Source: an optimization exercise on an open RTL-to-GDS flow (aim: small area). Production flows keep margins and buffers that such runs may drop. The RTL was checked by simulation tests, not by an equivalence proof against the original design. The flow treats the clock pin as an ideal source. Dropping or thinning the clock tree relies on that and would not hold on a real chip.

==> inputs of job 1129 <==
==> flow/design.v (excerpt) <==
module fir_filter(clk,reset,data_in,data_out);
input clk,reset;
input signed [15:0] data_in;  
output reg signed [15:0] data_out;  
reg [15:0] x0, x1, x2, x3, x4, x5, x6, x7;
wire [15:0] y;
always @(posedge clk or posedge reset)
  if (reset) begin
    x0 <= 0; x1 <= 0; x2 <= 0; x3 <= 0;
    x4 <= 0; x5 <= 0; x6 <= 0; x7 <= 0;
    data_out <= 0;
  end else begin
    x0 <= data_in; x1 <= x0; x2 <= x1; x3 <= x2;
    x4 <= x3; x5 <= x4; x6 <= x5; x7 <= x6;
    data_out <= y;
  end
  wire n1 = x1[0] ^ x6[0];
  wire n2 = x1[0] & x6[0];
  wire n3, n4;
  fir_fa u_n3 (.a(x1[1]), .b(x6[1]), .c(n2), .s(n3), .co(n4));
  wire n5, n6;
  fir_fa u_n5 (.a(x1[2]), .b(x6[2]), .c(n4), .s(n5), .co(n6));
  wire n7, n8;
  fir_fa u_n7 (.a(x1[3]), .b(x6[3]), .c(n6), .s(n7), .co(n8));
  wire n9, n10;
  fir_fa u_n9 (.a(x1[4]), .b(x6[4]), .c(n8), .s(n9), .co(n10));
  wire n11, n12;
  fir_fa u_n11 (.a(x1[5]), .b(x6[5]), .c(n10), .s(n11), .co(n12));
  wire n13, n14;
  fir_fa u_n13 (.a(x1[6]), .b(x6[6]), .c(n12), .s(n13), .co(n14));
  wire n15, n16;
  fir_fa u_n15 (.a(x1[7]), .b(x6[7]), .c(n14), .s(n15), .co(n16));
  wire n17, n18;
  fir_fa u_n17 (.a(x1[8]), .b(x6[8]), .c(n16), .s(n17), .co(n18));
  wire n19, n20;
  fir_fa u_n19 (.a(x1[9]), .b(x6[9]), .c(n18), .s(n19), .co(n20));
  wire n21, n22;
  fir_fa u_n21 (.a(x1[10]), .b(x6[10]), .c(n20), .s(n21), .co(n22));
  wire n23, n24;
  fir_fa u_n23 (.a(x1[11]), .b(x6[11]), .c(n22), .s(n23), .co(n24));
  wire n25, n26;
  fir_fa u_n25 (.a(x1[12]), .b(x6[12]), .c(n24), .s(n25), .co(n26));
  wire n27, n28;
  fir_fa u_n27 (.a(x1[13]), .b(x6[13]), .c(n26), .s(n27), .co(n28));
  wire n29, n30;
  fir_fa u_n29 (.a(x1[14]), .b(x6[14]), .c(n28), .s(n29), .co(n30));
  wire n31, n32;
  fir_fa u_n31 (.a(~x1[15]), .b(~x6[15]), .c(n30), .s(n31), .co(n32));
  wire n33 = 1'b1 ^ x2[0] ^ x5[0];
  wire n34 = (1'b1 & x2[0]) | (1'b1 & x5[0]) | (x2[0] & x5[0]);
  wire n35, n36;
  fir_fa u_n35 (.a(x2[1]), .b(x5[1]), .c(n34), .s(n35), .co(n36));
  ...
clock: 13.0 ns
lec_check: 0
cap_margin: 20
core_margin: 2
core_utilization: 80
gpl_timing_driven: 0
slew_margin: 20
synth_hierarchical: 1
standard.sh (not shown) runs the stock make flow with config.mk's settings and CLKGATE_MAP_FILE= SYNTH_SCRIPT=/design/flow/synth_recipe.tcl, a recipe that flattens the netlist after the stock synthesis.
==> flow/flow/run.sh <==
#!/bin/bash
# The standard layout (bash standard.sh) with these changes:
#  - port buffers (one per input and output port, as standard) use buf_1 cells;
#  - after clock tree synthesis, its tree is replaced (POST_CTS_TCL hook) by a
#    two-level tree (flow/mantree.tcl, flow/rebuild.tcl): clk -> one clkbuf_8
#    -> 8 clkbuf_8 leaves, each driving the x* sample flip-flops of one
#    placement cluster; the 16 data_out flip-flops get their own leaf, fed
#    through two clkdlybuf4s50_1 cells.  That skew only helps the
#    register-to-register paths x* -> data_out (the filter arithmetic); the
#    input paths (data_in -> x0) see the normal clock and the output paths
#    (data_out -> ports) only lose slack.
# standard.sh's output goes to standard_flow.log; ORFS's per-step logs stay in orfs/logs.
set -euo pipefail
FLOWDIR="$PWD/flow"
cat > "$PWD/post_cts.tcl" <<EOF
source $FLOWDIR/mantree.tcl
source $FLOWDIR/rebuild.tcl
clktree_rebuild 8 sky130_fd_sc_hd__clkbuf_8 sky130_fd_sc_hd__clkbuf_8 {data_out*} sky130_fd_sc_hd__clkdlybuf4s50_1 2
detailed_placement
check_placement -verbose
estimate_parasitics -placement
report_worst_slack -max
report_worst_slack -min
EOF
export POST_CTS_TCL="$PWD/post_cts.tcl"
# the timing repair that follows global routing runs with the final clock tree
export SKIP_CTS_REPAIR_TIMING=1
export BUFFER_PORTS_ARGS="-buffer_cell sky130_fd_sc_hd__buf_1"
export CTS_ARGS="-sink_clustering_enable -repair_clock_nets -buf_list sky130_fd_sc_hd__clkbuf_8 -dont_use_dummy_load"
bash standard.sh > standard_flow.log 2>&1
Other scripts of this flow, unchanged in this note and not shown: flow/flow/mantree.tcl, flow/flow/rebuild.tcl
==> inputs of job 8171, as changes to job 1129 <==
- CORE_UTILIZATION: 80 -> 72
==> qor summary <==
Worst-case register-to-register setup slack: job 1129 370 ps; job 8171 550 ps
Via density per instance: job 1129 6.12; job 8171 5.74
Routed wire length: job 1129 24000 um; job 8171 20500 um
Placed Area: job 1129 11600 um^2; job 8171 11600 um^2
Status: job 1129 no timing/DRC/antenna violations; job 8171 no timing/DRC/antenna violations
Met3 layer wire length in the routed design: job 1129 2020 um; job 8171 1080 um
Met1 usage in global routing: job 1129 0.499; job 8171 0.457
Vias in the first global route: job 1129 6759; job 8171 6279
Layout filler cell count: job 1129 616; job 8171 858
Hold Slack: job 1129 337 ps; job 8171 342 ps
Slew HR: job 1129 0.683; job 8171 0.699
Grt peak-use layer: job 1129 met2; job 8171 met1
Largest net degree at the start of global routing: job 1129 75; job 8171 77
In every run of this note, the design's own scripts or RTL, not TritonCTS, make the clock network.

-- re-timing with driven ports --
The results above use ideal ports. As a check the final layouts listed here were re-extracted and re-timed, cells and wires unchanged.
Step 1 (the two cells are an assumption about what drives the block):
set clk [get_ports {clk}]
set_driving_cell -lib_cell sky130_fd_sc_hd__clkbuf_16 $clk
set_driving_cell -lib_cell sky130_fd_sc_hd__buf_2 [delete_from_list [all_inputs] $clk]
Step 2, shift: input delay + t, output delay - t, t = (earliest + latest rising clock arrival at the registers) / 2. This alone moves slack from input paths to output paths.
a / b / c = ideal ports / drivers / drivers and shift; a / b = the first two.
| run | shift t [ns] | setup slack, ns | latest minus earliest clock arrival (ns) | worst data-port slew with drivers (ns) |
|---|---|---|---|---|
| job 1129 | 0.896 | 0.370 / 0.370 / 0.370 | 0.980 / 0.980 | 0.04 |
| job 8171 | 0.916 | 0.546 / 0.546 / 0.546 | 0.994 / 0.994 | 0.03 |
In job 1129 and job 8171 the clock reaches the registers at very different times; t lies between them, and the last value is a rough guide only.
